Context: an optimization exercise on an open-source flow, tuned for small area. The choices shown serve that exercise and are no tape-out recipe. The RTL was checked by simulation tests, not by an equivalence proof against the original design. Power figures rest on the tool's default switching activity, not on a simulated workload.

run 1:
==> flow/design.v <==
module aurora_rx_lane (
    input  wire        rst_n_i,
    input  wire        clk_rx_i,
    input  wire [1:0]  serdes_data_i,
    input  wire [1:0]  serdes_valid_i,
    input  wire        serdes_lock_i,
    input  wire        inv_rx_data,
    output wire [63:0] rx_data_o,
    output wire [1:0]  rx_header_o,
    output wire        rx_valid_o,
    output wire [7:0]  rx_stat_o
);
    reg  [16:0] sd0, sd1;
    reg         sd_par;
    reg  [5:0]  sd_cnt;
    reg         serdes_slip;
    wire em = (sd_cnt == 6'd31) || (sd_cnt == 6'd32);    
    wire two  = (serdes_valid_i == 2'b11);
    wire one  = (serdes_valid_i == 2'b01);
    wire en0  = two || (one && !sd_par);
    wire en1  = two || (one &&  sd_par);
    wire in0  = (two && sd_par)  ? serdes_data_i[1] : serdes_data_i[0];
    wire in1  = (two && !sd_par) ? serdes_data_i[1] : serdes_data_i[0];
    always @(posedge clk_rx_i) begin
        if (en0) sd0 <= {sd0[15:0], in0};
        if (en1) sd1 <= {sd1[15:0], in1};
    end
    always @(posedge clk_rx_i or negedge rst_n_i) begin
        if (!rst_n_i) begin
            sd_cnt <= 6'd0;
            sd_par <= 1'b0;
        end else begin
            if (one)
                sd_par <= ~sd_par;
            if (one)
                sd_cnt <= sd_cnt + 6'd1;
            else if (two)
                sd_cnt <= sd_cnt + 6'd2;
            if (sd_cnt == 6'd31)
                sd_cnt <= two ? 6'd1 : 6'd0;
            else if (sd_cnt == 6'd32)
                sd_cnt <= two ? 6'd2 : 6'd1;
            if (serdes_slip)
                sd_cnt <= sd_cnt;
        end
    end
    reg  [16:0] wr0, wr1;
    reg         wa_is1;
    reg         woff;
    reg         winv;
    reg         act;      
    reg  [4:0]  q;        
    wire first = act && (q[3:0] == 4'd15);     
    wire evw   = act && (q == 5'd31);          
    always @(posedge clk_rx_i) begin
        wr0 <= ({17{em}} & sd0) | ({17{~em}} & {wr0[15:0], 1'b0});
        wr1 <= ({17{em}} & sd1) | ({17{~em}} & {wr1[15:0], 1'b0});
        if (em) begin
            wa_is1 <= ~sd_par ^ (sd_cnt == 6'd32);
            woff   <= (sd_cnt == 6'd32);
        end
        if (first)
            winv <= inv_rx_data;
    end
    always @(posedge clk_rx_i or negedge rst_n_i) begin
        if (!rst_n_i) begin
            act <= 1'b0;
            q   <= 5'd15;
        end else begin
            if (act) begin
                q <= q + 5'd1;
                if (q[3:0] == 4'd14)
                    act <= 1'b0;
            end
            if (em)
                act <= 1'b1;
        end
    end
    wire wb_top0 = woff ? wr0[16] : wr0[15];
    wire wb_top1 = woff ? wr1[16] : wr1[15];
    wire [1:0] wpair = wa_is1 ? {wb_top0, wr1[15]} : {wb_top1, wr0[15]};
    wire       pinv = first ? inv_rx_data : winv;
    wire [1:0] pair = wpair ^ {pinv, pinv};
    reg [65:0] sw;
    always @(posedge clk_rx_i) begin
        if (act)
            sw[65:30] <= sw[63:28];
    end
    always @(posedge clk_rx_i or negedge rst_n_i) begin
        if (!rst_n_i)
            sw[29:28] <= 2'b00;
        else if (act)
            sw[29:28] <= sw[27:26];
    end
    always @(posedge clk_rx_i) begin
        if (act)
            sw[27:0] <= {sw[25:0], pair};
    end
    reg  [5:0] gcnt;
    reg        g_valid;
    reg        gearbox_slip;
    always @(posedge clk_rx_i or negedge rst_n_i) begin
        if (!rst_n_i) begin
            gcnt    <= 6'd0;
            g_valid <= 1'b0;
        end else begin
            g_valid <= 1'b0;
            if (evw) begin
                if (gearbox_slip) begin
                    g_valid <= 1'b1;
                end else if (gcnt == 6'd32) begin
                    gcnt    <= 6'd0;
                end else begin
                    gcnt    <= gcnt + 6'd1;
                    g_valid <= 1'b1;
                end
            end
        end
    end
    reg  [1:0] hdr;
    wire       hcap = act && (q == gcnt[4:0]);
    always @(posedge clk_rx_i or negedge rst_n_i) begin
        if (!rst_n_i)
            hdr <= 2'b00;
        else if (hcap)
            hdr <= sw[65:64];
    end
    reg  [5:0] bc;
    always @(posedge clk_rx_i) begin
        if (act)
            bc <= (hcap && !gcnt[5]) ? 6'd31 : (bc == 6'd32) ? 6'd0 : bc + 6'd1;
    end
    wire d0 = sw[5] ^ ((bc <= 6'd20) ? sw[46] : sw[44]) ^ ((bc <= 6'd29) ? sw[65] : sw[63]);
    wire d1 = sw[4] ^ ((bc <= 6'd19) ? sw[45] : sw[43]) ^ ((bc <= 6'd29) ? sw[64] : sw[62]);
    wire [1:0] dpair = (bc == 6'd0) ? sw[5:4] : {d0, d1};
    reg [63:0] ds;
    always @(posedge clk_rx_i) begin
        if (act)
            ds <= {ds[61:0], dpair};
    end
    wire ld = act && (bc == 6'd32);
    reg  [65:0] outr;
    always @(posedge clk_rx_i) begin
        if (ld)
            outr <= {ds, dpair};
    end
    localparam [5:0] SYNC_MAX   = 6'd56;
    localparam [4:0] VALID_WAIT = 5'd23;
    reg  [5:0] sync_cnt;
    reg        slip_cnt;
    reg  [4:0] valid_cnt;
    reg        dlv_prev;
    reg        vflag;
    reg  [1:0] stat;
    wire sync32  = (sync_cnt == SYNC_MAX);
    wire vwait   = (valid_cnt == VALID_WAIT);
    always @(posedge clk_rx_i or negedge rst_n_i) begin
        if (!rst_n_i) begin
            sync_cnt     <= 6'd0;
            slip_cnt     <= 1'b0;
            serdes_slip  <= 1'b0;
            valid_cnt    <= 5'd0;
            gearbox_slip <= 1'b0;
            dlv_prev     <= 1'b0;
            vflag        <= 1'b0;
            stat         <= 2'b00;
        end else begin
            serdes_slip <= 1'b0;
            if (q == 5'd3)
                vflag <= 1'b0;
            if (g_valid) begin
                gearbox_slip <= 1'b0;
                dlv_prev     <= sync32;
                vflag        <= sync32 & dlv_prev;
                if (!vwait)
                    valid_cnt <= {valid_cnt[3:0], ~(valid_cnt[4] ^ valid_cnt[2])};
                if (hdr[1] ^ hdr[0]) begin
                    if (!sync32)
                        sync_cnt <= {sync_cnt[4:0], ~(sync_cnt[5] ^ sync_cnt[4])};
                end else if (vwait) begin
                    sync_cnt <= 6'd0;
                    if (slip_cnt) begin
                        gearbox_slip <= 1'b1;
                        slip_cnt     <= 1'b0;
                    end else begin
                        serdes_slip <= 1'b1;
                        slip_cnt    <= 1'b1;
                    end
                    valid_cnt <= 5'd0;
                end
            end
            stat <= {sync32, serdes_lock_i};
        end
    end
    assign rx_data_o   = outr[63:0];
    assign rx_header_o = outr[65:64];
    assign rx_valid_o  = vflag & (q == 5'd3);
    assign rx_stat_o   = {6'd0, stat};
endmodule
export LEC_CHECK = 0
export CAP_MARGIN = 20
export CORE_MARGIN = 2
export CORE_UTILIZATION = 65
export SLEW_MARGIN = 20
create_clock -name core_clock -period 5.0 [get_ports {clk_rx_i}]
standard.sh (not shown) runs the stock make flow with config.mk's settings and CLKGATE_MAP_FILE= SYNTH_SCRIPT=/design/flow/synth_recipe.tcl, a recipe that flattens the netlist after the stock synthesis.
==> flow/flow/run.sh <==
#!/bin/bash
# Own flow: the standard layout (standard.sh), with two changes made through
# ORFS's own variables: the port buffers are sky130_fd_sc_hd__buf_1, and the
# clock tree uses smaller clock buffers with larger sink clusters and no dummy
# loads. Each ORFS step logs to orfs/logs/; make's output goes to flow_make.log.
set -euo pipefail
export BUFFER_PORTS_ARGS="-buffer_cell sky130_fd_sc_hd__buf_1"
export CTS_ARGS="-sink_clustering_enable -repair_clock_nets -buf_list sky130_fd_sc_hd__clkbuf_8 -sink_clustering_size ${CTS_SIZE:-20} -sink_clustering_max_diameter ${CTS_DIAM:-80} -dont_use_dummy_load"
bash standard.sh > flow_make.log 2>&1
## Diff of input files: run 2 against run 1
--- a/flow/flow/run.sh
+++ b/flow/flow/run.sh
@@ -5,5 +5,6 @@
 # loads. Each ORFS step logs to orfs/logs/; make's output goes to flow_make.log.
 set -euo pipefail
+export SKIP_REPAIR_TIE_FANOUT=1
 export BUFFER_PORTS_ARGS="-buffer_cell sky130_fd_sc_hd__buf_1"
-export CTS_ARGS="-sink_clustering_enable -repair_clock_nets -buf_list sky130_fd_sc_hd__clkbuf_8 -sink_clustering_size ${CTS_SIZE:-20} -sink_clustering_max_diameter ${CTS_DIAM:-80} -dont_use_dummy_load"
+export CTS_ARGS="-sink_clustering_enable -repair_clock_nets -buf_list sky130_fd_sc_hd__clkbuf_8 -sink_clustering_size ${CTS_SIZE:-20} -sink_clustering_max_diameter ${CTS_DIAM:-60} -dont_use_dummy_load"
 bash standard.sh > flow_make.log 2>&1
Run 2 has completed all stages; timing, DRC and antenna checks passed.
Run 1 has completed all stages; timing, DRC and antenna checks passed.
Between run 1 and run 2, the share of final layout cell area taken by non-clock buffers figures differ only marginally.
Status: total power parity (run 2, run 1)
When the final numbers for run 1 and run 2 were put side by side, the total clock buffers created by CTS turned out to be smaller in run 1.
Modified inputs, run 3 compared to run 2
--- a/flow/flow/run.sh
+++ b/flow/flow/run.sh
@@ -5,5 +5,4 @@
 # loads. Each ORFS step logs to orfs/logs/; make's output goes to flow_make.log.
 set -euo pipefail
-export SKIP_REPAIR_TIE_FANOUT=1
 export BUFFER_PORTS_ARGS="-buffer_cell sky130_fd_sc_hd__buf_1"
 export CTS_ARGS="-sink_clustering_enable -repair_clock_nets -buf_list sky130_fd_sc_hd__clkbuf_8 -sink_clustering_size ${CTS_SIZE:-20} -sink_clustering_max_diameter ${CTS_DIAM:-60} -dont_use_dummy_load"
## What came out
The fraction of standard cell area in multi-input logic of run 3 and that of run 2 are within noise of each other.
Run 2 -> run 3: post-route cell area flat
Adder and majority gate portion of the synthesized area came out exactly the same in run 3 and run 2.
Number of standard cells in the final layout excluding fillers went up slightly going from run 2 to run 3.
Between run 3 and run 2, the difference in clock group total power is negligible.
[compare] base=run 2 new=run 3: achievable clock frequency lost 0.0032 GHz, number of nets in the final layout picked up an extra 4, area growth from synthesis to final layout picked up an extra 0.16 points, layout multi-input combinational cell count picked up an extra 5, all-layer global routing usage picked up an extra 0.39 points.

[re-timing with driven ports]
How much do the figures lean on ideal ports? The routed layouts below were timed once more, with nothing changed but the port constraints.
Step 1 sets driving cells, clkbuf_16 on the clock port and buf_2 on the other inputs (assumed; they add their load-dependent delay and slew).
Step 2, shift: input delay + t, output delay - t, t = (earliest + latest rising clock arrival at the registers) / 2. This alone moves slack from input paths to output paths.
Slacks: ideal ports / drivers / drivers and shift; pairs: ideal ports / drivers.
run | shift t [ns] | setup WS [ns] | pins driven straight from the clock port
run 1 | 0.546 | 2.262 / 2.222 / 2.428 | 1
run 2 | 0.546 | 2.285 / 2.243 / 2.352 | 1
run 3 | 0.549 | 2.262 / 2.225 / 2.410 | 1
After both steps every run listed still meets setup and hold.
